Background: an optimization exercise with open tools, aiming at a short achievable clock period and few clock cycles. Do not read the settings as production practice.
Where RTL was checked, it was by simulation tests only, not by an equivalence proof against the original.
No functional check of the RTL was part of runs 3 and 4.
Power and IR drop assume default switching activity.

==> flow/design.v <==
`timescale 1ns / 1ps
module cpu(
input clk,
input reset,
input [15:0] din,
output reg [15:0] dout,
output reg dout_valid,
output [15:0] imem_addr,
input [31:0] imem_data,
output halted
    );
 integer j;
 function [16:0] ks16;
   input [15:0] a, b;
   input        cin;
   reg   [15:0] g, p, gg, pp;
   integer i, d;
   begin
     g = a & b;
     p = a ^ b;
     gg = g;
     pp = p;
     gg[0] = g[0] | (p[0] & cin);
     for (d = 1; d < 16; d = d * 2)
       for (i = 15; i >= d; i = i - 1) begin
         gg[i] = gg[i] | (pp[i] & gg[i-d]);
         pp[i] = pp[i] & pp[i-d];
       end
     ks16[0] = p[0] ^ cin;
     for (i = 1; i < 16; i = i + 1)
       ks16[i] = p[i] ^ gg[i-1];
     ks16[16] = gg[15];
   end
 endfunction
 function [31:0] ks32;
   input [31:0] a, b;
   reg   [31:0] g, p, gg, pp;
   integer i, d;
   begin
     g = a & b;
     p = a ^ b;
     gg = g;
     pp = p;
     for (d = 1; d < 32; d = d * 2)
       for (i = 31; i >= d; i = i - 1) begin
         gg[i] = gg[i] | (pp[i] & gg[i-d]);
         pp[i] = pp[i] & pp[i-d];
       end
     ks32[0] = p[0];
     for (i = 1; i < 32; i = i + 1)
       ks32[i] = p[i] ^ gg[i-1];
   end
 endfunction
 function [63:0] csa;
   input [31:0] a, b, c;
   begin
     csa[63:32] = a ^ b ^ c;
     csa[31:0]  = {(a[30:0] & b[30:0]) | (a[30:0] & c[30:0]) | (b[30:0] & c[30:0]), 1'b0};
   end
 endfunction
 reg [15:0] PC;
 reg        halt_r;
 reg        dv;             
 reg [31:0] IR;
 reg [15:0] d_pcinc;        
 reg        d_same;         
 reg        ev;             
 reg [4:0]  e_rd;
 reg [3:0]  e_addr;
 reg [15:0] aA, aB;         
 reg [15:0] sA, sB;         
 reg [15:0] lA, lB;         
 reg [15:0] stA;            
 reg        e_wr, e_flg, e_mul, e_st, e_stdin, e_ld;
 reg        s_sgpr, s_pa, s_pb, s_na, s_nb, s_add, s_sub, s_or, s_and,
            s_xor, s_xnor, s_nand, s_nor;
 reg [15:0] mA, mB;         
 reg        e_br;           
 reg [4:0]  e_op;
 reg [15:0] e_pcinc;
 reg        e_same;
 reg        wv;             
 reg        mv;             
 reg [4:0]  w_rd;
 reg [15:0] w_data;
 reg        mzero;
 reg [31:0] mr0, mr1, mr2;  
 reg [15:0] GPR [0:31];
 reg [15:0] SGPR;
 reg        carry, zero, sign, overflow;
 reg [255:0] dmem;         
 reg [15:0] din_r;
 reg        reset_r;        
 assign imem_addr = PC;
 assign halted    = halt_r;
 wire [16:0] sum = ks16(aA, aB, 1'b0);
 wire [16:0] dif = ks16(sA, ~sB, 1'b1);      
 wire [15:0] ld_data = dmem[16*e_addr +: 16];
 wire [15:0] log_res =
      ({16{s_sgpr}} & SGPR)      | ({16{s_pa}}  & lA)            |
      ({16{s_pb}}   & lB)        | ({16{s_na}}  & ~lA)           |
      ({16{s_nb}}   & ~lB)       | ({16{s_or}}  & (lA | lB))     |
      ({16{s_and}}  & (lA & lB)) | ({16{s_xor}} & (lA ^ lB))     |
      ({16{s_xnor}} & ~(lA ^ lB))| ({16{s_nand}} & ~(lA & lB))   |
      ({16{s_nor}}  & ~(lA | lB));
 wire [15:0] e_res = sum[15:0] | dif[15:0] | log_res | ({16{e_ld}} & ld_data);
 wire z_add = ((aA ^ aB) == {aA[14:0] | aB[14:0], 1'b0});
 wire z_sub = (sA == sB);
 wire n_zero  = s_add ? z_add : s_sub ? z_sub : ~(|log_res);
 wire n_sign  = sum[15] | dif[15] | log_res[15];
 wire n_carry = sum[16];
 wire n_ovf   = ((aA[15] == aB[15]) & (sum[15] != aA[15])) |
                ((sA[15] != sB[15]) & (dif[15] != sA[15]));
 reg  e_taken;
 always @(*) begin
    case (e_op)
    5'b10011:  e_taken = carry;
    5'b10100: e_taken = ~carry;
    5'b10101:  e_taken = sign;
    5'b10110: e_taken = ~sign;
    5'b10111:  e_taken = zero;
    5'b11000: e_taken = ~zero;
    5'b11001:  e_taken = overflow;
    5'b11010: e_taken = ~overflow;
    default: e_taken = 1'b1;
    endcase
 end
 wire e_mis = ev & e_br & ~e_taken & ~e_same;
 wire e_wr_now  = ev & e_wr;
 wire e_flg_now = ev & e_flg;
 wire e_mul_now = ev & e_mul;
 wire [18:0] bz = {2'b00, mB, 1'b0};
 wire [31:0] pp [0:8];
 wire [8:0]  bneg;
 genvar gi;
 generate
   for (gi = 0; gi < 9; gi = gi + 1) begin : g_booth
     wire b2 = bz[2*gi+2], b1 = bz[2*gi+1], b0 = bz[2*gi];
     wire one = b1 ^ b0;
     wire two = (b2 & ~b1 & ~b0) | (~b2 & b1 & b0);
     wire [16:0] mag = ({17{one}} & {1'b0, mA}) | ({17{two}} & {mA, 1'b0});
     wire [31:0] row = ({15'd0, mag} ^ {32{b2}}) << (2*gi);
     assign bneg[gi] = b2;
     if (gi == 0) begin : g_first
       assign pp[gi] = row;
     end else begin : g_rest
       assign pp[gi] = row | ({31'd0, bneg[gi-1]} << (2*gi-2));
     end
   end
 endgenerate
 wire [63:0] l1a = csa(pp[0], pp[1], pp[2]);
 wire [63:0] l1b = csa(pp[3], pp[4], pp[5]);
 wire [63:0] l1c = csa(pp[6], pp[7], pp[8]);
 wire [63:0] l2a = csa(l1a[63:32], l1a[31:0], l1b[63:32]);
 wire [63:0] l2b = csa(l1b[31:0], l1c[63:32], l1c[31:0]);
 wire [63:0] l3a = csa(l2a[63:32], l2a[31:0], l2b[63:32]);
 wire [63:0] l4a  = csa(mr0, mr1, mr2);
 wire [31:0] prod = ks32(l4a[63:32], l4a[31:0]);
 wire [15:0] w_res = mv ? prod[15:0] : w_data;
 wire [4:0]  op   = IR[31:27];
 wire [4:0]  rd   = IR[26:22];
 wire [4:0]  rs1  = IR[21:17];
 wire        mode = IR[16];
 wire [4:0]  rs2  = IR[15:11];
 wire [15:0] imm  = IR[15:0];
 wire d_alu   = (op <= 5'b01011);
 wire d_mul   = (op == 5'b00100);
 wire d_cond  = (op >= 5'b10011) && (op <= 5'b11010);
 wire d_sgn   = (op == 5'b10101) | (op == 5'b10110);
 wire d_two   = (op >= 5'b00010) && (op <= 5'b01010);           
 wire reads_a = d_two | (op == 5'b01101) |
                (((op == 5'b00001) | (op == 5'b01011)) & ~mode);
 wire reads_b = d_two & ~mode;
 wire d_wr    = (d_alu & ~d_mul) | (op == 5'b01111);
 wire d_log   = (op == 5'b00001) | (op == 5'b01011) |
                ((op >= 5'b00101) && (op <= 5'b01010));
 wire stall_d = dv & (
     (e_mul_now & ((reads_a & (rs1 == e_rd)) | (reads_b & (rs2 == e_rd)) |
                   (op == 5'b00000))) |
     (d_cond & e_mul_now) |
     (d_sgn & mv & ~e_flg_now));
 wire d_zc    = (op == 5'b10111) | (op == 5'b11000);
 wire defer_d = d_cond & e_flg_now & ~(d_zc & s_sub) & ~d_same;
 wire go_d    = dv & ~stall_d & ~e_mis;
 wire e_fa = e_wr_now & (e_rd == rs1);
 wire e_fb = e_wr_now & (e_rd == rs2) & ~mode;
 wire w_fa = wv & (w_rd == rs1);
 wire w_fb = wv & (w_rd == rs2);
 wire [15:0] ra = GPR[rs1];
 wire [15:0] rb = GPR[rs2];
 wire [15:0] na_early = w_fa ? w_res : ra;
 wire [15:0] nb_early = mode ? imm : w_fb ? w_res : rb;
 wire [15:0] na = e_fa ? e_res : na_early;
 wire [15:0] nb = e_fb ? e_res : nb_early;
 wire mul_w = mv & ~e_flg_now;
 wire z_d = e_flg_now ? z_sub : mv ? mzero : zero;
 wire c_d = ~mul_w & carry;
 wire v_d = ~mul_w & overflow;
 reg  taken;
 always @(*) begin
    case (op)
    5'b10011:  taken = c_d;
    5'b10100: taken = ~c_d;
    5'b10101:  taken = sign;
    5'b10110: taken = ~sign;
    5'b10111:  taken = z_d;
    5'b11000: taken = ~z_d;
    5'b11001:  taken = v_d;
    5'b11010: taken = ~v_d;
    default: taken = 1'b0;
    endcase
 end
 wire mis = go_d & d_cond & ~defer_d & ~taken & ~d_same;
 wire        st_hit   = ev & e_st & (e_addr == IR[3:0]);
 wire [15:0] st_data  = stA | ({16{e_stdin}} & din_r);
 wire [15:0] out_data = st_hit ? st_data : dmem[16*IR[3:0] +: 16];
 wire [4:0]  fop    = imem_data[31:27];
 wire [15:0] fimm   = imem_data[15:0];
 wire        f_pred = (fop >= 5'b10010) && (fop <= 5'b11010);
 wire [15:0] pc_inc = PC + 16'd1;
 wire        f_same = (fimm == pc_inc);
 wire f_hold = dv & defer_d & (fop == 5'b11011);
 always @(posedge clk) begin
    din_r <= din;
    if (~stall_d) begin
       IR      <= imem_data;
       d_pcinc <= pc_inc;
       d_same  <= f_same;
    end
    if (reset) begin
       PC     <= 16'd0;
       halt_r <= 1'b0;
       dv     <= 1'b0;
    end else if (e_mis) begin
       PC <= e_pcinc;
       dv <= 1'b0;
    end else if (mis) begin
       PC <= d_pcinc;
       dv <= 1'b0;
    end else if (~stall_d) begin
       if (~halt_r & ~f_hold) begin
          PC <= f_pred ? fimm : pc_inc;
          if (fop == 5'b11011)
             halt_r <= 1'b1;
       end
       dv <= ~halt_r & ~f_hold;
    end
 end
 always @(posedge clk) begin
    if (reset)
       ev <= 1'b0;
    else
       ev <= go_d;
    e_rd   <= rd;
    e_addr <= IR[3:0];
    e_br   <= go_d & defer_d;
    e_op   <= op;
    e_pcinc <= d_pcinc;
    e_same  <= d_same;
    aA     <= (go_d & (op == 5'b00010)) ? na : 16'd0;
    aB     <= (go_d & (op == 5'b00010)) ? nb : 16'd0;
    sA     <= (go_d & (op == 5'b00011)) ? na : 16'd0;
    sB     <= (go_d & (op == 5'b00011)) ? nb : 16'd0;
    lA     <= (go_d & d_log) ? na : 16'd0;
    lB     <= (go_d & d_log) ? nb : 16'd0;
    stA    <= (go_d & (op == 5'b01101)) ? na : 16'd0;
    mA     <= (go_d & d_mul) ? na : 16'd0;
    mB     <= (go_d & d_mul) ? nb : 16'd0;
    e_wr    <= d_wr;
    e_flg   <= d_alu & ~d_mul;
    e_mul   <= d_mul;
    e_st    <= (op == 5'b01101) | (op == 5'b01110);
    e_stdin <= (op == 5'b01110);
    e_ld    <= (op == 5'b01111);
    s_sgpr  <= (op == 5'b00000);
    s_pa    <= (op == 5'b00001) & ~mode;
    s_pb    <= (op == 5'b00001) & mode;
    s_na    <= (op == 5'b01011) & ~mode;
    s_nb    <= (op == 5'b01011) & mode;
    s_add   <= (op == 5'b00010);
    s_sub   <= (op == 5'b00011);
    s_or    <= (op == 5'b00101);
    s_and   <= (op == 5'b00110);
    s_xor   <= (op == 5'b00111);
    s_xnor  <= (op == 5'b01000);
    s_nand  <= (op == 5'b01001);
    s_nor   <= (op == 5'b01010);
 end
 always @(posedge clk) begin
    if (reset) begin
       wv <= 1'b0;
       mv <= 1'b0;
    end else begin
       wv <= e_wr_now | e_mul_now;
       mv <= e_mul_now;
    end
    w_rd   <= e_rd;
    w_data <= e_res;
    mzero  <= (mA == 16'd0) | (mB == 16'd0);
    mr0    <= l3a[63:32];
    mr1    <= l3a[31:0];
    mr2    <= l2b[31:0];
 end
 always @(posedge clk) begin
    reset_r <= reset;
    if (reset_r) begin
       SGPR <= 16'd0;
       for (j = 0; j < 32; j = j + 1)
          GPR[j] <= 16'd0;
       carry      <= 1'b0;
       zero       <= 1'b1;
       sign       <= 1'b0;
       overflow   <= 1'b0;
    end else begin
       if (wv)
          GPR[w_rd] <= w_res;
       if (mv) begin
          SGPR     <= prod[31:16];
          zero     <= mzero;
          sign     <= prod[31];
          carry    <= 1'b0;
          overflow <= 1'b0;
       end
       if (e_flg_now) begin
          zero     <= n_zero;
          sign     <= n_sign;
          carry    <= n_carry;
          overflow <= n_ovf;
       end
    end
 end
 always @(posedge clk) begin
    for (j = 0; j < 16; j = j + 1)
       if (ev & e_st & (e_addr == j))
          dmem[16*j +: 16] <= st_data;
    dout <= out_data;    
    if (reset)
       dout_valid <= 1'b0;
    else
       dout_valid <= go_d & (op == 5'b10001);
 end
endmodule
==> flow/flow/run.sh <==
#!/bin/bash
# Standard ORFS layout; timing repair aims well below the clock period so the
# design is optimised for the period it can reach, not just for 11 ns.
set -o pipefail
export SETUP_SLACK_MARGIN=8.0
export TNS_END_PERCENT=100
export BUFFER_PORTS_ARGS="-buffer_cell sky130_fd_sc_hd__buf_4"
bash standard.sh > flow_standard.log 2>&1
==> flow/standard.sh <==
#!/bin/bash
# synth_recipe.tcl (not shown) runs the flow's synth.tcl, then flattens the netlist and writes it again
# the make line also repeats each setting of config.mk as NAME=value (left out here)
make -C /OpenROAD-flow-scripts/flow DESIGN_CONFIG=/design/flow/config.mk WORK_HOME=/design/flow/orfs CLKGATE_MAP_FILE= SYNTH_SCRIPT=/design/flow/synth_recipe.tcl "${@:-finish}"
==> flow/config.mk <==
export PLATFORM = sky130hd
export DESIGN_NAME = cpu
export DESIGN_NICKNAME = cpu
export VERILOG_FILES = /design/flow/design.v
export SDC_FILE = /design/flow/constraint.sdc
export NUM_CORES = 4
export LEC_CHECK = 0
export ABC_CLOCK_PERIOD_IN_PS = 1000
export CAP_MARGIN = 35
export CORE_MARGIN = 2
export CORE_UTILIZATION = 58
export CTS_CLUSTER_DIAMETER = 100
export CTS_CLUSTER_SIZE = 20
export PLACE_DENSITY = 0.72
export SLEW_MARGIN = 35
==> flow/constraint.sdc <==
create_clock -name core_clock -period 11.0 [get_ports {clk}]
set_input_delay 2.2000 -clock core_clock [delete_from_list [all_inputs] [get_ports {clk}]]
set_output_delay 2.2000 -clock core_clock [all_outputs]
set_load 0.01 [all_outputs]
==> results of run 1 <==
[area by class of cell]
cell class | count | area (um2)
timing repair buffer | 533 | 6360
fill | 7524 | 35700
inverter | 232 | 920
clock inverter | 11 | 108
tap | 1500 | 1880
sequential | 1199 | 32400
multi-input combinational | 3478 | 32800
antenna | 11 | 27.5
clock buffer | 117 | 1990
[worst max-delay path by stage]
stage	depth (start not counted)	end	slack [ns]	startpoint
global route	1	imem_addr[8]	7.60	PC[8]
CTS	1	imem_addr[5]	7.60	PC[5]
detailed placement	8	PC[0]	6.73	imem_data[28]
global placement	8	PC[0]	6.60	imem_data[28]
finish	1	imem_addr[11]	7.63	PC[11]
floorplan	9	PC[14]	7.47	imem_data[28]
[metal layers]
layer | wire, um | vias up
met4 | 20600 | 2
met2 | 102000 | 4125
met3 | 29900 | 1061
met1 | 75200 | 24300
li1 | - | 20100
met5 | 13 | -
[through the flow]
step | setup slack (ns) | util | std cells | total power, uW | cell area [um2]
floorplan | 7.47 | - | 5360 | 5710 | 65600
global placement | 6.60 | 0.601 | 6625 | 6060 | 67500
detailed placement | 6.73 | 0.603 | 6630 | 6090 | 67600
CTS | 7.60 | 0.653 | 6896 | 8940 | 73300
global route | 7.60 | 0.682 | 7078 | 9270 | 76500
finish | 7.63 | 0.682 | 7081 | 9110 | 76500
[registers in the layout, indices dropped and copies added, names as in the netlist, 20 cells and up, named ones only]
| register | flops |
|---|---|
| IR | 32 |
| mr2 | 20 |
| mr1 | 28 |
| GPR | 512 |
| mr0 | 32 |
| dmem | 256 |
[timing repair]
item	4_1_cts	5_1_grt
cloned	33	24
resized for setup	424	373
buffers inserted	105	150
setup endpoints to repair	470	367
pin swaps	96	167
[Yosys cell counts (63+ instances only)]
cell type / instances / share of area
a211oi_1: 63 / 0.0072
nor2_1: 890 / 0.051
edfxtp_1: 817 / 0.37
nand2b_1: 69 / 0.0066
clkbuf_1: 345 / 0.020
inv_1: 227 / 0.013
mux4_2: 472 / 0.16
fa_1: 135 / 0.041
dfxtp_1: 382 / 0.12
xnor2_1: 71 / 0.0095
a21oi_1: 210 / 0.016
o211ai_1: 63 / 0.0072
ha_1: 131 / 0.025
mux2i_1: 100 / 0.015
xor2_1: 67 / 0.0090
nand2_1: 321 / 0.018
o21ai_0: 168 / 0.013
[cells in the final DEF (no fill, tap or decap), drive strengths merged, types with 15 or more instances in the layout]
cell / instances
nor2: 891
edfxtp: 817
buf: 503
mux4: 472
dfxtp: 382
nand2: 321
inv: 230
a21oi: 213
o21ai: 180
clkbuf: 140
fa: 135
ha: 131
mux2i: 100
xnor2: 71
nand2b: 69
xor2: 67
a211oi: 66
o211ai: 64
nor3: 60
maj3: 53
mux2: 49
nand3: 47
a221oi: 42
a21o: 40
a22oi: 39
nor2b: 34
nand4: 32
nor4: 27
o22ai: 24
and2: 23
a31oi: 19
and3: 19
a2111oi: 17
o21a: 15
nor3b: 15
[logic make-up after synthesis]
| family | Yosys count | synth area share |
|---|---|---|
| muxes | 621 | 0.186 |
| and+or+nand+nor | 1577 | 0.104 |
| xor gates and xnor gates | 138 | 0.0185 |
| adders and majority gates | 319 | 0.0744 |
| DFF | 1199 | 0.492 |
| buffers and inverters | 689 | 0.0422 |
| AOI/OAI and AO/OA | 817 | 0.0833 |
[where the power goes]
| group | total [uW] | internal [uW] | switching [uW] |
|---|---|---|---|
| sequential | 5010 | 4910 | 107 |
| combinational | 1260 | 532 | 730 |
| clock | 2830 | 1270 | 1570 |
| total | 9110 | 6710 | 2400 |
==> reports/summary.txt, run 1 <==
RUN STATUS
--------------------------------------------------------------------------------------------------------
Run status                                                                      timing/DRC/antenna clean

CRITICAL PATH
--------------------------------------------------------------------------------------------------------
Worst setup SP type                                                                                 flop
Worst reg2reg setup slack                                                                        7.77 ns
Highest fanout seen on the critical path                                                               5
Path type of the worst setup path                                                                reg2out
Endpoint required time on the critical path                                                      8.80 ns
Crit path buf inv count                                                                                1
Critical path arrival                                                                            1.17 ns
Worst reg2reg endpoint                                                                           mr0[19]
Max stage delay cell, worst path                                                                 dfxtp_4
Largest delay contributor family on the critical path                                         flip-flops
Worst Reg2Reg Path Length in Cells                                                                    11
Crit path cell chain                                                                               buf_6
Largest stage delay on the critical path                                                         0.40 ns
R2r startpoint                                                                                     mB[7]
Category of the worst setup path capture point                                              primary output

ROUTING
--------------------------------------------------------------------------------------------------------
Count of vias placed by the detailed router                                                        49.5k
Wire length reported by the detailed router                                                    228000 um
Via/cell ratio                                                                                      6.99
Starting DRC count in detailed routing                                                              7978
Final antenna-violating net count                                                                      0
Routed WL per cell                                                                               32.2 um
Number of design rule violations left after detail routing                                             0
Initial DRT Pass Iterations                                                                           14

YOSYS
--------------------------------------------------------------------------------------------------------
Post-synthesis area per instance                                                                12.2 um2
Net count after synthesis                                                                           5676
Share of async-settable or async-resettable flops after synthesis                                      0
Fraction of the yosys area taken by sequential cells                                               0.492
Number of distinct library cells after synthesis                                                      95
Register bit total from synthesis                                                                   1199
Number of flops mapped to enable cells by yosys                                                      817
Synth Warn #                                                                                           1
Syn Inst Count                                                                                      5360
Summed instance area of the synthesized netlist                                               0.0655 mm2
Top_reg_cell synth                                                                              edfxtp_1

GLOBAL ROUTING
--------------------------------------------------------------------------------------------------------
GR met2 Demand/Resource                                                                            0.571
Largest net degree at the start of global routing                                                     74
Via count of the first global-routing pass                                                         46.7k
Initial antenna violation count                                                                       12
Global Route Usage Sum                                                                             0.370
First-pass GRT wire length                                                                     313000 um
GR Util met1                                                                                       0.476
Global routing met3 resource utilization                                                          0.0836
Most crowded layer after global routing                                                             met2
GR Overflow Total                                                                                      0

POWER AND IR DROP
--------------------------------------------------------------------------------------------------------
Power per Cell Area                                                                           119 mW/mm2
Highest ir drop seen on vdd                                                                       120 uV
Leakage power figure                                                                           0.0269 uW

TIMING
--------------------------------------------------------------------------------------------------------
RSZ-0062 raised after global routing                                                                 yes
Max Clock Freq                                                                                   296 MHz
Hold violation total from the final report                                                             0
Clock skew                                                                                     0.0353 ns
Final hold slack                                                                                0.349 ns
Final number of max-transition violations                                                              0
Min Clock Period, post-route                                                                     3.37 ns
Slew HR                                                                                            0.382
Portion of the clock cycle consumed by the worst path in the final layout                          0.307
Summed negative setup slack over all endpoints                                                      0 ns
Pin slew with the least headroom to its limit                                                   0.927 ns
Total of endpoints with negative setup slack in the final report                                       0

DIE
--------------------------------------------------------------------------------------------------------
Initial cell density of the core                                                                   0.583
Total Die Area                                                                                 0.116 mm2
Floorplan die height                                                                              340 um
Area of the core                                                                               0.112 mm2
Standard-cell row count                                                                              123
Top Ports                                                                                             84
Overall die width                                                                                 340 um

CTS
--------------------------------------------------------------------------------------------------------
CTS root buf                                                                                   clkbuf_16
Number of buffers inserted by hold repair at cts                                                       0
Total clock sinks                                                                                   1199
Total clock buffers created by CTS                                                                    72
Number of buffers on the longest clock path                                                            3
Clock tree from TritonCTS                                                                          built
Number of H-tree levels                                                                                3
Clk latency of the worst-skew pair                                                               0.70 ns
Post-CTS clock slew at the launch and capture registers of the worst setup and hold paths        0.08 ns

HOLD PATH
--------------------------------------------------------------------------------------------------------
Hold Path Sink                                                                                   e_rd[2]
Worst min-delay path startpoint                                                                   IR[24]
Class of the tightest hold or removal check                                                      reg2reg
Cell count of the worst hold path                                                                      0

LAYOUT
--------------------------------------------------------------------------------------------------------
Share of cells above drive strength 1                                                              0.296
Net total in the final layout                                                                       5832
Growth of design area from synthesis to finish                                                     16.9%

JOB
--------------------------------------------------------------------------------------------------------
Max_cap viols                                                                                          0

PLACEMENT
--------------------------------------------------------------------------------------------------------
Half-perimeter wire length of the detailed placement result                                    132000 um
GP Congestion                                                                                      0.969
I/O Buffers                                                                                           83

Testbench counts, summed over its fixed seeds: cycles 217,866.
==> run 2, diff against run 1 <==
--- a/flow/design.v
+++ b/flow/design.v
@@ -126,6 +126,7 @@
     endcase
  end
  wire e_mis = ev & e_br & ~e_taken & ~e_same;
+ wire mz_now = (mA == 16'd0) | (mB == 16'd0);    
  wire e_wr_now  = ev & e_wr;
  wire e_flg_now = ev & e_flg;
  wire e_mul_now = ev & e_mul;
@@ -177,8 +178,7 @@
  wire stall_d = dv & (
      (e_mul_now & ((reads_a & (rs1 == e_rd)) | (reads_b & (rs2 == e_rd)) |
                    (op == 5'b00000))) |
-     (d_cond & e_mul_now) |
-     (d_sgn & mv & ~e_flg_now));
+     (d_sgn & (e_mul_now | (mv & ~e_flg_now))));
  wire d_zc    = (op == 5'b10111) | (op == 5'b11000);
  wire defer_d = d_cond & e_flg_now & ~(d_zc & s_sub) & ~d_same;
  wire go_d    = dv & ~stall_d & ~e_mis;
@@ -192,10 +192,10 @@
  wire [15:0] nb_early = mode ? imm : w_fb ? w_res : rb;
  wire [15:0] na = e_fa ? e_res : na_early;
  wire [15:0] nb = e_fb ? e_res : nb_early;
- wire mul_w = mv & ~e_flg_now;
- wire z_d = e_flg_now ? z_sub : mv ? mzero : zero;
- wire c_d = ~mul_w & carry;
- wire v_d = ~mul_w & overflow;
+ wire mul_flg = e_mul_now | (mv & ~e_flg_now);
+ wire z_d = e_flg_now ? z_sub : e_mul_now ? mz_now : mv ? mzero : zero;
+ wire c_d = ~mul_flg & carry;
+ wire v_d = ~mul_flg & overflow;
  reg  taken;
  always @(*) begin
     case (op)
@@ -296,7 +296,7 @@
     end
     w_rd   <= e_rd;
     w_data <= e_res;
-    mzero  <= (mA == 16'd0) | (mB == 16'd0);
+    mzero  <= mz_now;
     mr0    <= l3a[63:32];
     mr1    <= l3a[31:0];
     mr2    <= l2b[31:0];
==> run 2 against run 1 <==
Register-to-register slack got worse by 0.15 ns; critical endpoint is now PC[0]; combinational power rose by 6%; clock power about the same; sequential power hardly changed; cell count hardly changed.
==> reports/summary.txt, run 2 <==
RUN STATUS
--------------------------------------------------------------------------------------------------------
Run status                                                                      timing/DRC/antenna clean

ROUTING
--------------------------------------------------------------------------------------------------------
Top routing layer used                                                                              met5
Routed WL per cell                                                                               31.8 um   -1.2%
Initial DRT Pass Iterations                                                                            8   -6
Via/cell ratio                                                                                      6.96   -0.51%
Met2 wire len                                                                                  102000 um   -0.52%
Number of design rule violations left after detail routing                                             0   unchanged
Count of vias placed by the detailed router                                                        49.3k   -0.41%
Met3 routed wirelength                                                                          30700 um   +2.7%
Final antenna-violating net count                                                                      0   unchanged
Wire length reported by the detailed router                                                    225000 um   -1.1%
Starting DRC count in detailed routing                                                              8124   +1.8%
Metal1 wirelength                                                                               76100 um   +1.2%

YOSYS
--------------------------------------------------------------------------------------------------------
Number of flops mapped to enable cells by yosys                                                      817   unchanged
Syn Inst Count                                                                                      5368   +0.15%
Fraction of synthesized cell area taken by the top area cell type                                  0.378   +0.00287
Number of distinct library cells after synthesis                                                      79   -17%
Cell types occupying the most area after synthesis                                          edfxtp_1, mux4_2, dfxtp_1
Top-count cell post-synth                                                                         nor2_1
Post-synthesis area per instance                                                                12.1 um2   -0.91%
Net count after synthesis                                                                           5684   +0.14%
Summed instance area of the synthesized netlist                                               0.0650 mm2   -0.76%
Synth Warn #                                                                                           1   unchanged
Library cell occupying the most area in the post-synthesis netlist                              edfxtp_1
Fraction of the yosys area taken by sequential cells                                               0.495   +0.00377
Top_reg_cell synth                                                                              edfxtp_1
Share of async-settable or async-resettable flops after synthesis                                      0   unchanged
Most instantiated cells after synthesis                                                     nor2_1, edfxtp_1, mux4_2
Register bit total from synthesis                                                                   1199   unchanged

LAYOUT
--------------------------------------------------------------------------------------------------------
Final cell area excluding filler cells                                                        0.0773 mm2   +1.1%
Utilization after layout                                                                           0.698   +0.0158
Filler Cell Count                                                                                   7282   -3.2%
Area used by multi-input combinational logic                                                  0.0331 mm2   +0.64%
Largest register FFs                                                                                 512   unchanged
Register Area                                                                                 0.0324 mm2   about the same
Net total in the final layout                                                                       5865   +0.57%
Largest regs                                                                                GPR (512), dmem (256)
Growth of design area from synthesis to finish                                                     19.0%
Commonest cells after routing, fill and taps aside                                          nor2_1, edfxtp_1, mux4_2, dfxtp_1, buf_4
Share of cells above drive strength 1                                                              0.313   +0.0170
Most common cell after layout, fill and taps aside                                                nor2_1
Reg with most FFs                                                                                    GPR

TIMING
--------------------------------------------------------------------------------------------------------
Summed negative setup slack over all endpoints                                                      0 ns   unchanged
Final number of max-transition violations                                                              0   unchanged
Post-layout worst setup margin                                                                   7.47 ns   -0.156 ns
Hold violation total from the final report                                                             0   unchanged
Portion of the clock cycle consumed by the worst path in the final layout                          0.321   +0.0142
RSZ-0062 raised after global routing                                                                 yes
Max Clock Freq                                                                                   283 MHz   -4.4%
Pin slew with the least headroom to its limit                                                   0.955 ns   +0.0287 ns
Slew HR                                                                                            0.363   -0.0191
Total of endpoints with negative setup slack in the final report                                       0   unchanged
Min Clock Period, post-route                                                                     3.53 ns   +0.156 ns
Clock skew                                                                                     0.0504 ns   +0.0151 ns

CRITICAL PATH
--------------------------------------------------------------------------------------------------------
Cell occurring most often along the worst timing path                                              or2_4
Highest fanout seen on the critical path                                                               4   -1
Worst setup SP type                                                                            input pin
Path type of the worst setup path                                                                 in2reg
Crit path cell chain                                                                        buf_8 > nand4_1 > nor2_2 > nand2_2 > o31ai_4 > a21oi_2 > or2_4 > or2_4 > o21ai_1 > a21oi_1
Endpoint required time on the critical path                                                     11.54 ns   +2.74 ns
Max stage delay cell, worst path                                                                 nand4_1
Critical path arrival                                                                            4.07 ns   +2.90 ns
Largest stage delay on the critical path                                                         0.32 ns   -0.08 ns
Category of the worst setup path capture point                                                      flop

CTS
--------------------------------------------------------------------------------------------------------
Post-CTS clock slew at the launch and capture registers of the worst setup and hold paths        0.08 ns   about the same
Total clock sinks                                                                                   1199   unchanged
Clk latency of the worst-skew pair                                                               0.72 ns   +0.02 ns
Total clock buffers created by CTS                                                                    70   -2.8%
Number of H-tree levels                                                                                3   unchanged
Number of buffers on the longest clock path                                                            3   unchanged
Number of buffers inserted by hold repair at cts                                                       0   unchanged
Clock tree from TritonCTS                                                                          built
CTS root buf                                                                                   clkbuf_16

PLACEMENT
--------------------------------------------------------------------------------------------------------
Area after DPL                                                                                0.0671 mm2   -0.74%
I/O Buffers                                                                                           83   unchanged
Half-perimeter wire length of the detailed placement result                                    127000 um   -3.9%
GP Congestion                                                                                      0.937   -3.4%
Pre-CTS worst setup slack                                                                        6.43 ns   -0.298 ns

GLOBAL ROUTING
--------------------------------------------------------------------------------------------------------
Initial antenna violation count                                                                        4   -8
First-pass GRT wire length                                                                     310000 um   -1.1%
Global Route Usage Sum                                                                             0.367   -0.00334
GR Overflow Total                                                                                      0   unchanged
Via count of the first global-routing pass                                                         46.3k   -0.86%
Largest net degree at the start of global routing                                                     74   unchanged

DIE
--------------------------------------------------------------------------------------------------------
Overall die width                                                                                 339 um   -0.38%
Initial cell density of the core                                                                   0.586   +0.00272
Area of the core                                                                               0.111 mm2   -1.2%
Top Ports                                                                                             84   unchanged
Standard-cell row count                                                                              122   -0.81%
Floorplan die height                                                                              339 um   -0.38%
Total Die Area                                                                                 0.115 mm2   -0.75%

POWER AND IR DROP
--------------------------------------------------------------------------------------------------------
Leakage power figure                                                                           0.0271 uW   +0.73%
Highest ir drop seen on vdd                                                                       150 uV   +25%
Power per Cell Area                                                                           119 mW/mm2   -0.16%

JOB
--------------------------------------------------------------------------------------------------------
Max_cap viols                                                                                          0   unchanged

HOLD PATH
--------------------------------------------------------------------------------------------------------
Class of the tightest hold or removal check                                                      reg2reg

## run 2: power breakdown
group | total, uW | switching, uW | internal, uW | leakage (uW)
Sequential | 5010 | 102 | 4910 | 0.0109
Combinational | 1330 | 763 | 569 | 0.0152
Clock | 2850 | 1570 | 1280 | 0.00101
Total | 9190 | 2430 | 6760 | 0.0271
## run 2: cell families after synthesis
group / Yosys count / share of synthesized area
buf+inv: 692 / 0.0414
mux: 611 / 0.186
xor+xnor: 146 / 0.0197
simple gates: 1618 / 0.106
fa+ha+maj: 297 / 0.0716
flops: 1199 / 0.495
compound gates: 805 / 0.0798
## run 2: critical path, delay by kind of cell
family	cells	cell delay (ns)
and+or+nand+nor	5	1.27
buffers and inverters	1	0.08
AOI/OAI and AO/OA	4	0.51
## run 2: repair_timing
action,CTS,global route
pin swaps,66,192
setup buffers,165,126
cloned,39,28
resized for setup,493,532
endpoints found under the setup margin,787,672
## run 2: final cells by class
type,count,area share
multi-input combinational,3482,0.428
clock buffer,114,0.0256
tap,1488,0.0241
clock inverter,8,0.00178
antenna,1,0.0000324
timing repair buffer,555,0.0900
sequential,1199,0.419
inverter,241,0.0125
## run 2: through the flow
stage,cells,hold slack [ns],power [uW]
2_1_floorplan,5368,0.323,5680
3_3_place_gp,6602,0.325,6040
3_5_place_dp,6607,0.330,6070
4_1_cts,6933,0.349,8980
5_1_grt,7087,0.365,9380
6_report,7088,0.351,9190
## run 2: worst paths after layout
check,depth (start not counted),start,to,slack [ns]
max reg2reg,13,sB[9],PC[6],7.62
min reg2reg,0,IR[24],e_rd[2],0.35
max,10,imem_data[30],PC[0],7.47
min,0,IR[24],e_rd[2],0.35
## run 2: metal layers
metal	vias up	track usage
li1	20100	-
met1	24200	0.485
met2	4059	0.557
met3	966	0.0915
met4	6	0.209
met5	-	0
Testbench counts of run 2, summed over its fixed seeds: cycles 217,627.
==> run 3, diff against run 2 <==
--- a/flow/design.v
+++ b/flow/design.v
@@ -91,7 +91,8 @@
  reg [255:0] dmem;         
  reg [15:0] din_r;
  reg        reset_r;        
- assign imem_addr = PC;
+ reg [15:0] PC_o;
+ assign imem_addr = PC_o;
  assign halted    = halt_r;
  wire [16:0] sum = ks16(aA, aB, 1'b0);
  wire [16:0] dif = ks16(sA, ~sB, 1'b1);      
@@ -178,7 +179,8 @@
  wire stall_d = dv & (
      (e_mul_now & ((reads_a & (rs1 == e_rd)) | (reads_b & (rs2 == e_rd)) |
                    (op == 5'b00000))) |
-     (d_sgn & (e_mul_now | (mv & ~e_flg_now))));
+     (d_sgn & (e_mul_now | (mv & ~e_flg_now))) |
+     (op == 5'b11011));           
  wire d_zc    = (op == 5'b10111) | (op == 5'b11000);
  wire defer_d = d_cond & e_flg_now & ~(d_zc & s_sub) & ~d_same;
  wire go_d    = dv & ~stall_d & ~e_mis;
@@ -218,6 +220,7 @@
  wire [15:0] fimm   = imem_data[15:0];
  wire        f_pred = (fop >= 5'b10010) && (fop <= 5'b11010);
  wire [15:0] pc_inc = PC + 16'd1;
+ wire [15:0] pc_inc_o = PC_o + 16'd1;
  wire        f_same = (fimm == pc_inc);
  wire f_hold = dv & defer_d & (fop == 5'b11011);
  always @(posedge clk) begin
@@ -229,21 +232,25 @@
     end
     if (reset) begin
        PC     <= 16'd0;
+       PC_o   <= 16'd0;
        halt_r <= 1'b0;
        dv     <= 1'b0;
     end else if (e_mis) begin
-       PC <= e_pcinc;
-       dv <= 1'b0;
+       PC   <= e_pcinc;
+       PC_o <= e_pcinc;
+       dv   <= 1'b0;
     end else if (mis) begin
-       PC <= d_pcinc;
-       dv <= 1'b0;
+       PC   <= d_pcinc;
+       PC_o <= d_pcinc;
+       dv   <= 1'b0;
     end else if (~stall_d) begin
-       if (~halt_r & ~f_hold) begin
-          PC <= f_pred ? fimm : pc_inc;
+       if (~f_hold) begin
+          PC   <= f_pred ? fimm : pc_inc;
+          PC_o <= f_pred ? fimm : pc_inc_o;
           if (fop == 5'b11011)
              halt_r <= 1'b1;
        end
-       dv <= ~halt_r & ~f_hold;
+       dv <= ~f_hold;
     end
  end
  always @(posedge clk) begin
==> run 3 against run 2 <==
Still clean; register-to-register slack gained 0.11 ns; first-iteration DRC count grew 0.53%; clock power is essentially flat; clock skew shrank 0.021 ns; synthesized cell count grew 2.6%; flip-flop and latch count grew 16; via count grew 3.9%; die area grew 1.9%; critical path type is now reg2out; largest power group unchanged; highest routed layer unchanged.
==> reports/summary.txt, run 3 <==
DIE
--------------------------------------------------------------------------------------------------------
Standard-cell row count                                                                              123   +0.82%
Overall die width                                                                                 342 um   +0.93%
Area of the core                                                                               0.113 mm2   +1.8%
Initial cell density of the core                                                                   0.587   about the same
Total Die Area                                                                                 0.117 mm2   +1.9%
Top Ports                                                                                             84   unchanged
Floorplan die height                                                                              342 um   +0.93%

CRITICAL PATH
--------------------------------------------------------------------------------------------------------
Critical path depth in cells                                                                           1   -9
Worst reg2reg endpoint                                                                              sign
Endpoint required time on the critical path                                                      8.80 ns   -2.74 ns
Worst Reg2Reg Path Length in Cells                                                                    12   -1
Max stage delay cell, worst path                                                                 dfxtp_4
Largest delay contributor family on the critical path                                         flip-flops
Highest fanout seen on the critical path                                                               2   -2
Path type of the worst setup path                                                                reg2out
Critical path arrival                                                                            1.22 ns   -2.85 ns
Category of the worst setup path capture point                                              primary output
Largest stage delay on the critical path                                                         0.41 ns   +0.09 ns
Source of the critical timing path                                                               PC_o[7]
Crit path buf inv count                                                                                1   unchanged
Crit path cell chain                                                                               buf_6
Worst reg2reg setup slack                                                                        7.73 ns   +0.11 ns
Critical path destination                                                                   imem_addr[7]
Worst setup SP type                                                                                 flop
R2r startpoint                                                                                   mr0[16]

YOSYS
--------------------------------------------------------------------------------------------------------
Summed instance area of the synthesized netlist                                               0.0662 mm2   +1.9%
Syn Inst Count                                                                                      5508   +2.6%
Net count after synthesis                                                                           5825   +2.5%
Xor and xnor area share after synthesis                                                           0.0206   +0.000957
Compound-cell area share of the yosys netlist                                                     0.0824   +0.00258
Proportion of synthesized area in mux cells                                                        0.183   -0.00314
Share of async-settable or async-resettable flops after synthesis                                      0   unchanged
Number of flops mapped to enable cells by yosys                                                      817   unchanged
Post-synthesis area per instance                                                                12.0 um2   -0.70%
Register bit total from synthesis                                                                   1215   +1.3%
Basic-gate share of the synthesized area counting and, or, nand and nor cells                      0.109   +0.00359
Number of distinct library cells after synthesis                                                      86   +8.9%
Library cell occupying the most area in the post-synthesis netlist                              edfxtp_1
Top-count cell post-synth                                                                         nor2_1
Fraction of the yosys area taken by sequential cells                                               0.491   -0.00437
Cell types occupying the most area after synthesis                                          edfxtp_1, mux4_2, dfxtp_1
Synth Warn #                                                                                           1   unchanged
Adder-cell area share of the yosys netlist                                                        0.0705   -0.00114
Fraction of synthesized cell area taken by the top area cell type                                  0.371   -0.00702
Dominant combinational cell family by area after synthesis                                  multiplexers
Most instantiated cells after synthesis                                                     nor2_1, edfxtp_1, mux4_2
Top_reg_cell synth                                                                              edfxtp_1

ROUTING
--------------------------------------------------------------------------------------------------------
Starting DRC count in detailed routing                                                              8167   +0.53%
Routed WL per cell                                                                               32.6 um   +2.5%
Initial DRT Pass Iterations                                                                            9   +1
Number of design rule violations left after detail routing                                             0   unchanged
Count of vias placed by the detailed router                                                        51.2k   +3.9%
Final antenna-violating net count                                                                      0   unchanged
Via/cell ratio                                                                                      7.04   +1.2%
Wire length reported by the detailed router                                                    237000 um   +5.3%

GLOBAL ROUTING
--------------------------------------------------------------------------------------------------------
GR Overflow Total                                                                                      0   unchanged
Global routing met3 resource utilization                                                           0.102   +0.0108
First-pass GRT wire length                                                                     324000 um   +4.4%
GR met2 Demand/Resource                                                                            0.577   +0.0205
Largest net degree at the start of global routing                                                     74   unchanged
Global Route Usage Sum                                                                             0.381   +0.0142
Most crowded layer after global routing                                                             met2
Via count of the first global-routing pass                                                         47.9k   +3.4%
Initial antenna violation count                                                                        8   +4
GR Util met1                                                                                       0.496   +0.0108

TIMING
--------------------------------------------------------------------------------------------------------
Max Clock Freq                                                                                   292 MHz   +3.2%
Hold violation total from the final report                                                             0   unchanged
Final hold slack                                                                                0.350 ns   -0.000873 ns
RSZ-0062 raised after global routing                                                                 yes
Clock skew                                                                                     0.0291 ns   -0.0213 ns
Portion of the clock cycle consumed by the worst path in the final layout                          0.311   -0.00991
Total of endpoints with negative setup slack in the final report                                       0   unchanged
Min Clock Period, post-route                                                                     3.42 ns   -0.109 ns
Slew HR                                                                                            0.354   -0.00876
Final number of max-transition violations                                                              0   unchanged
Pin slew with the least headroom to its limit                                                   0.967 ns   +0.0118 ns
Summed negative setup slack over all endpoints                                                      0 ns   unchanged

PLACEMENT
--------------------------------------------------------------------------------------------------------
I/O Buffers                                                                                           83   unchanged
Half-perimeter wire length of the detailed placement result                                    137000 um   +7.7%
GP Congestion                                                                                      0.963   +2.9%

CTS
--------------------------------------------------------------------------------------------------------
Clock tree from TritonCTS                                                                          built
CTS root buf                                                                                   clkbuf_16
Post-CTS clock slew at the launch and capture registers of the worst setup and hold paths        0.09 ns   about the same
Clk latency of the worst-skew pair                                                               0.70 ns   -0.02 ns
Number of buffers on the longest clock path                                                            3   unchanged
Number of H-tree levels                                                                                3   unchanged
Total clock buffers created by CTS                                                                    72   +2.9%
Number of buffers inserted by hold repair at cts                                                       0   unchanged
Total clock sinks                                                                                   1215   +1.3%

POWER AND IR DROP
--------------------------------------------------------------------------------------------------------
Post-layout total power                                                                          9400 uW   +2.3%
Leakage power figure                                                                           0.0278 uW   +2.6%
Highest ir drop seen on vdd                                                                       144 uV   -4.1%
Power per Cell Area                                                                           119 mW/mm2   -0.18%

LAYOUT
--------------------------------------------------------------------------------------------------------
Growth of design area from synthesis to finish                                                     19.7%
Largest regs                                                                                GPR (512), dmem (256)
Net total in the final layout                                                                       6040   +3.0%
Largest register FFs                                                                                 512   unchanged
Share of cells above drive strength 1                                                              0.327   +0.0141
Reg with most FFs                                                                                    GPR
Most common cell after layout, fill and taps aside                                                nor2_1
Commonest cells after routing, fill and taps aside                                          nor2_1, edfxtp_1, mux4_2, buf_4, dfxtp_1

RUN STATUS
--------------------------------------------------------------------------------------------------------
Run status                                                                      timing/DRC/antenna clean

HOLD PATH
--------------------------------------------------------------------------------------------------------
Cell count of the worst hold path                                                                      0   unchanged
Class of the tightest hold or removal check                                                      reg2reg

JOB
--------------------------------------------------------------------------------------------------------
Max_cap viols                                                                                          0   unchanged

==> run 3: how the worst min path moves through the flow <==
stage,start,slack [ns],to
after floorplan,IR[22],0.32,e_rd[0]
after global placement,IR[22],0.33,e_rd[0]
after detailed placement,IR[26],0.33,e_rd[4]
after CTS,IR[26],0.35,e_rd[4]
after global routing,IR[26],0.36,e_rd[4]
final,IR[26],0.35,e_rd[4]
==> run 3: metal layers <==
layer,part of all wire,routed length (um)
met5,0.00037,87
met3,0.14,34100
met2,0.44,104000
met4,0.088,20900
met1,0.33,77700
==> run 3: per-stage QoR <==
step	cells	area, um2	util	setup WS (ns)
after floorplan	5508	66400	-	7.43
after global placement	6754	68200	0.605	6.47
after detailed placement	6760	68400	0.606	6.40
after CTS	7077	75100	0.666	7.57
after global routing	7272	79200	0.702	7.56
final	7276	79200	0.702	7.58
==> run 3: what timing repair did <==
action | CTS | global route
endpoints found under the setup margin | 712 | 436
pin swaps | 123 | 274
resized for setup | 561 | 534
gates cloned | 39 | 29
buffers inserted | 160 | 160
==> run 3: final cells by class <==
class	instances	area (um2)
inverter	245	975
fill	7153	33600
timing repair buffer	601	7420
tap	1500	1880
sequential	1215	32700
antenna	9	22.5
clock buffer	108	1960
multi-input combinational	3588	34200
clock inverter	10	93.8
==> run 3: where the power goes <==
group | switching, uW | internal (uW)
logic | 814 | 626
registers | 129 | 4980
clock network | 1600 | 1250
==> run 3: logic make-up (layout without fill, tap and decap cells) <==
| kind of cell | count (synthesis) | in the layout |
|---|---|---|
| adders and majority gates | 298 | 298 |
| other | 0 | 9 |
| xor gates and xnor gates | 156 | 156 |
| muxes | 605 | 605 |
| buffers and inverters | 712 | 964 |
| AOI/OAI and AO/OA | 833 | 835 |
| and+or+nand+nor | 1689 | 1694 |
| DFF | 1215 | 1215 |
==> run 4, diff against run 3 <==
--- a/flow/design.v
+++ b/flow/design.v
@@ -219,6 +219,11 @@
  wire [4:0]  fop    = imem_data[31:27];
  wire [15:0] fimm   = imem_data[15:0];
  wire        f_pred = (fop >= 5'b10010) && (fop <= 5'b11010);
+ wire        f_zj   = (fop == 5'b10111) | (fop == 5'b11000);
+ wire        f_zok  = dv & (op == 5'b00011) & mode & ~e_fa & ~w_fa;
+ wire        f_zero = (ra == imm);
+ wire        f_res  = f_zj & f_zok;
+ wire        f_jump = f_res ? ((fop == 5'b10111) ? f_zero : ~f_zero) : f_pred;
  wire [15:0] pc_inc = PC + 16'd1;
  wire [15:0] pc_inc_o = PC_o + 16'd1;
  wire        f_same = (fimm == pc_inc);
@@ -228,7 +233,7 @@
     if (~stall_d) begin
        IR      <= imem_data;
        d_pcinc <= pc_inc;
-       d_same  <= f_same;
+       d_same  <= f_same | f_res;
     end
     if (reset) begin
        PC     <= 16'd0;
@@ -245,8 +250,8 @@
        dv   <= 1'b0;
     end else if (~stall_d) begin
        if (~f_hold) begin
-          PC   <= f_pred ? fimm : pc_inc;
-          PC_o <= f_pred ? fimm : pc_inc_o;
+          PC   <= f_jump ? fimm : pc_inc;
+          PC_o <= f_jump ? fimm : pc_inc_o;
           if (fop == 5'b11011)
              halt_r <= 1'b1;
        end
==> run 4 against run 3 <==
Fmax is 18% lower; synthesized cell count is 0.16% lower; setup slack worse by 0.74 ns; die area is 1.7% lower; count of clock-buffer cells in the layout is 2 higher; power is 3.3% higher; critical path depth is 16 higher; clock power is 1% higher; worst hold slack better by 0.029 ns; non-clock buffer count is 71 higher; critical path type is now in2reg.
==> reports/summary.txt, run 4 <==
RUN STATUS
--------------------------------------------------------------------------------------------------------
Run status                                                                      timing/DRC/antenna clean

CTS
--------------------------------------------------------------------------------------------------------
Clock tree from TritonCTS                                                                          built
Number of buffers on the longest clock path                                                            3   unchanged
Clk latency of the worst-skew pair                                                               0.72 ns   +0.02 ns
CTS root buf                                                                                   clkbuf_16
Post-CTS clock slew at the launch and capture registers of the worst setup and hold paths        0.10 ns   about the same
Number of buffers inserted by hold repair at cts                                                       0   unchanged
Total clock sinks                                                                                   1215   unchanged
Total clock buffers created by CTS                                                                    72   unchanged
Number of H-tree levels                                                                                3   unchanged

TIMING
--------------------------------------------------------------------------------------------------------
Slew HR                                                                                            0.316   -0.0383
Min Clock Period, post-route                                                                     4.16 ns   +0.735 ns
Pin slew with the least headroom to its limit                                                    1.02 ns   +0.0562 ns
Hold violation total from the final report                                                             0   unchanged
RSZ-0062 raised after global routing                                                                 yes
Final number of max-transition violations                                                              0   unchanged
Summed negative setup slack over all endpoints                                                      0 ns   unchanged
Max Clock Freq                                                                                   241 MHz   -18%
Final hold slack                                                                                0.379 ns   +0.0289 ns
Portion of the clock cycle consumed by the worst path in the final layout                          0.378   +0.0668
Clock skew                                                                                     0.0429 ns   +0.0138 ns
Total of endpoints with negative setup slack in the final report                                       0   unchanged

LAYOUT
--------------------------------------------------------------------------------------------------------
Share of cells above drive strength 1                                                              0.332   +0.00505
Most common cell after layout, fill and taps aside                                              edfxtp_1
Commonest cells after routing, fill and taps aside                                          edfxtp_1, nor2_1, nand2_1, buf_4, mux4_2
Utilization after layout                                                                           0.718   +0.0161
Net total in the final layout                                                                       6129   +1.5%
Reg with most FFs                                                                                    GPR
Largest regs                                                                                GPR (512), dmem (256)
Growth of design area from synthesis to finish                                                     22.6%
Number of standard cells in the layout, taps in and fillers out                                     7356   +1.1%
Largest register FFs                                                                                 512   unchanged
Final cell area excluding filler cells                                                        0.0797 mm2   +0.63%

CRITICAL PATH
--------------------------------------------------------------------------------------------------------
Path type of the worst setup path                                                                 in2reg
Largest stage delay on the critical path                                                         0.32 ns   -0.09 ns
Crit path cell chain                                                                        buf_12 > nand2b_4 > nor3_2 > a31oi_1 > nor2_1 > nand4_1 > buf_6 > buf_12 > nor4b_4 > buf_4 > mux2i_4 > buf_6 > buf_4 > nand2_8 > buf_8 > nor2_2 > a211oi_1
Max stage delay cell, worst path                                                                a211oi_1
Endpoint required time on the critical path                                                     11.62 ns   +2.82 ns
Crit path buf inv count                                                                                7   +6
Category of the worst setup path capture point                                                      flop
Critical path arrival                                                                            4.77 ns   +3.55 ns
Highest fanout seen on the critical path                                                               6   +4
Worst setup SP type                                                                            input pin
Largest delay contributor family on the critical path                                       buffers and inverters

POWER AND IR DROP
--------------------------------------------------------------------------------------------------------
Logic pwr share                                                                                    0.176   +0.023
Power Internal                                                                                   6950 uW   +1.3%
Clk pwr share                                                                                      0.298   -0.006
Highest ir drop seen on vdd                                                                       155 uV   +7.9%
Fraction of power spent switching nets                                                             0.285   +0.0142
Sequential Power Share                                                                             0.526   -0.017
Net switching power of the design                                                                2770 uW   +8.8%
Leakage power figure                                                                           0.0297 uW   +6.8%
Power per Cell Area                                                                           122 mW/mm2   +2.7%

GLOBAL ROUTING
--------------------------------------------------------------------------------------------------------
Largest net degree at the start of global routing                                                     53   -28%
Via count of the first global-routing pass                                                         48.7k   +1.8%
GR Overflow Total                                                                                      0   unchanged
First-pass GRT wire length                                                                     341000 um   +5.2%
Initial antenna violation count                                                                        8   unchanged
Global Route Usage Sum                                                                             0.411   +0.0302

YOSYS
--------------------------------------------------------------------------------------------------------
Top_reg_cell synth                                                                              edfxtp_1
Number of distinct library cells after synthesis                                                      86   unchanged
Fraction of synthesized cell area taken by the top area cell type                                  0.377   +0.00664
Syn Inst Count                                                                                      5499   -0.16%
Synth Warn #                                                                                           1   unchanged
Top-count cell post-synth                                                                         nor2_1
Fraction of the yosys area taken by sequential cells                                               0.500   +0.00880
Summed instance area of the synthesized netlist                                               0.0650 mm2   -1.8%
Cell types occupying the most area after synthesis                                          edfxtp_1, mux4_2, dfxtp_1
Net count after synthesis                                                                           5816   -0.15%
Post-synthesis area per instance                                                                11.8 um2   -1.6%
Share of async-settable or async-resettable flops after synthesis                                      0   unchanged
Register bit total from synthesis                                                                   1215   unchanged
Number of flops mapped to enable cells by yosys                                                      817   unchanged
Library cell occupying the most area in the post-synthesis netlist                              edfxtp_1
Most instantiated cells after synthesis                                                     nor2_1, edfxtp_1, nand2_1

DIE
--------------------------------------------------------------------------------------------------------
Area of the core                                                                               0.111 mm2   -1.6%
Total Die Area                                                                                 0.115 mm2   -1.7%
Top Ports                                                                                             84   unchanged
Floorplan die height                                                                              339 um   -0.87%
Initial cell density of the core                                                                   0.586   -0.000805
Overall die width                                                                                 339 um   -0.87%
Standard-cell row count                                                                              122   -0.81%

ROUTING
--------------------------------------------------------------------------------------------------------
Routed WL per cell                                                                               34.2 um   +4.8%
Number of design rule violations left after detail routing                                             0   unchanged
Final antenna-violating net count                                                                      0   unchanged
Count of vias placed by the detailed router                                                        52.2k   +1.8%
Wire length reported by the detailed router                                                    251000 um   +6.0%
Starting DRC count in detailed routing                                                              8026   -1.7%
Initial DRT Pass Iterations                                                                            8   -1
Via/cell ratio                                                                                      7.09   +0.70%

PLACEMENT
--------------------------------------------------------------------------------------------------------
Area after DPL                                                                                0.0676 mm2   -1.2%
Half-perimeter wire length of the detailed placement result                                    147000 um   +7.6%
I/O Buffers                                                                                           83   unchanged
Number of placed instances, taps included                                                           6762   +0.030%
GP Congestion                                                                                       1.01   +5.2%

JOB
--------------------------------------------------------------------------------------------------------
Max_cap viols                                                                                          0   unchanged

HOLD PATH
--------------------------------------------------------------------------------------------------------
Class of the tightest hold or removal check                                                      reg2reg

-- run 4: cell count changes after synthesis, moves of 37 or more --
cell,delta
nor2_1,-169
nand2_1,+165
mux2i_1,+149
a22oi_1,+98
mux4_2,-96
a211oi_1,-59
nand2b_1,-37
-- run 4: what timing repair did --
item / CTS / global route
setup endpoints to repair: 804 / 585
setup buffers: 231 / 161
cloned: 47 / 24
endpoints found under the hold margin: 0 / 0
resized for setup: 666 / 618
pin swaps: 192 / 292
-- run 4: kinds of logic after synthesis --
logic type / Yosys count / synth area share
simple gates: 1687 / 0.112
flops: 1215 / 0.500
compound gates: 819 / 0.0844
buf+inv: 712 / 0.0427
mux: 650 / 0.174
fa+ha+maj: 267 / 0.0670
xor+xnor: 149 / 0.0201
-- run 4: stage by stage --
step / power, uW / setup slack [ns]
floorplan: 5830 / 7.07
global placement: 6320 / 4.33
detailed placement: 6340 / 4.85
CTS: 9410 / 7.07
global route: 9840 / 6.83
finish: 9710 / 6.84
-- run 4: worst paths after layout --
| path | startpoint | to | slack (ns) | depth (start not counted) |
|---|---|---|---|---|
| max | imem_data[29] | PC[7] | 6.84 | 17 |
| min reg2reg | d_pcinc[14] | e_pcinc[14] | 0.38 | 0 |
| min | d_pcinc[14] | e_pcinc[14] | 0.38 | 0 |
| max reg2reg | flop | PC_o[7] | 6.88 | 15 |
-- run 4: cell type report --
class | instances | area [um2]
Antenna cell | 8 | 20.0
Clock buffer | 110 | 1980
Clock inverter | 12 | 133
Fill cell | 7018 | 31300
Inverter | 261 | 995
Multi-Input combinational cell | 3590 | 34100
Sequential cell | 1215 | 32700
Tap cell | 1488 | 1860
Timing Repair Buffer | 672 | 7920
-- run 4: metal layers --
layer | wire [um] | track usage | up-vias
met5 | 44 | 0 | -
met4 | 23600 | 0.272 | 4
met3 | 38100 | 0.129 | 1171
met2 | 107000 | 0.601 | 4684
met1 | 82700 | 0.530 | 25600
li1 | - | - | 20700
-- run 4: power by group through the flow --
stage	Sequential, uW	Clock [uW]	Combinational [uW]
2_1_floorplan	5140	0	686
3_3_place_gp	5220	0	1100
3_5_place_dp	5230	0	1110
4_1_cts	5100	2850	1460
5_1_grt	5120	3010	1710
6_report	5110	2890	1710
-- run 4: worst reg2reg max path, delay by kind of cell (launching register included) --
| kind | cells | cell delay [ns] |
|---|---|---|
| compound gates | 3 | 0.47 |
| simple gates | 5 | 1.77 |
| buf+inv | 4 | 0.85 |
| flops | 1 | 0.37 |
| mux | 2 | 0.41 |
| xor+xnor | 1 | 0.14 |

static timing again, ports no longer ideal:
In the flow no input, the clock included, has a driving cell. The finished layouts below were timed again as built, in two steps.
Step 1 (the two cells are an assumption about what drives the block):
set clk [get_ports {clk}]
set_driving_cell -lib_cell sky130_fd_sc_hd__clkbuf_16 $clk
set_driving_cell -lib_cell sky130_fd_sc_hd__buf_2 [delete_from_list [all_inputs] $clk]
Step 2 moves the port delays by t, midway between the first and last clock arrival at a register: inputs arrive t later, outputs are due t later. That takes back most of the time a late clock gives input paths.
Three values: ideal, step 1, step 2; two values: the first two.
run	t (ns)	slack for setup (ns)	worst setup path after step 2	clock arrival spread, ns
run 1	0.756	7.626 / 7.549 / 6.972	input to register	0.036 / 0.037
run 2	0.768	7.470 / 7.492 / 6.725	input to register	0.051 / 0.051
run 3	0.770	7.579 / 7.500 / 6.814	input to register	0.032 / 0.033
run 4	0.778	6.844 / 6.872 / 6.094	input to register	0.043 / 0.044
After both steps setup and hold are still met in every run listed. The setup slack of run 3, which loses most, moves by -0.079 ns with the drivers and by -0.765 ns with both steps.
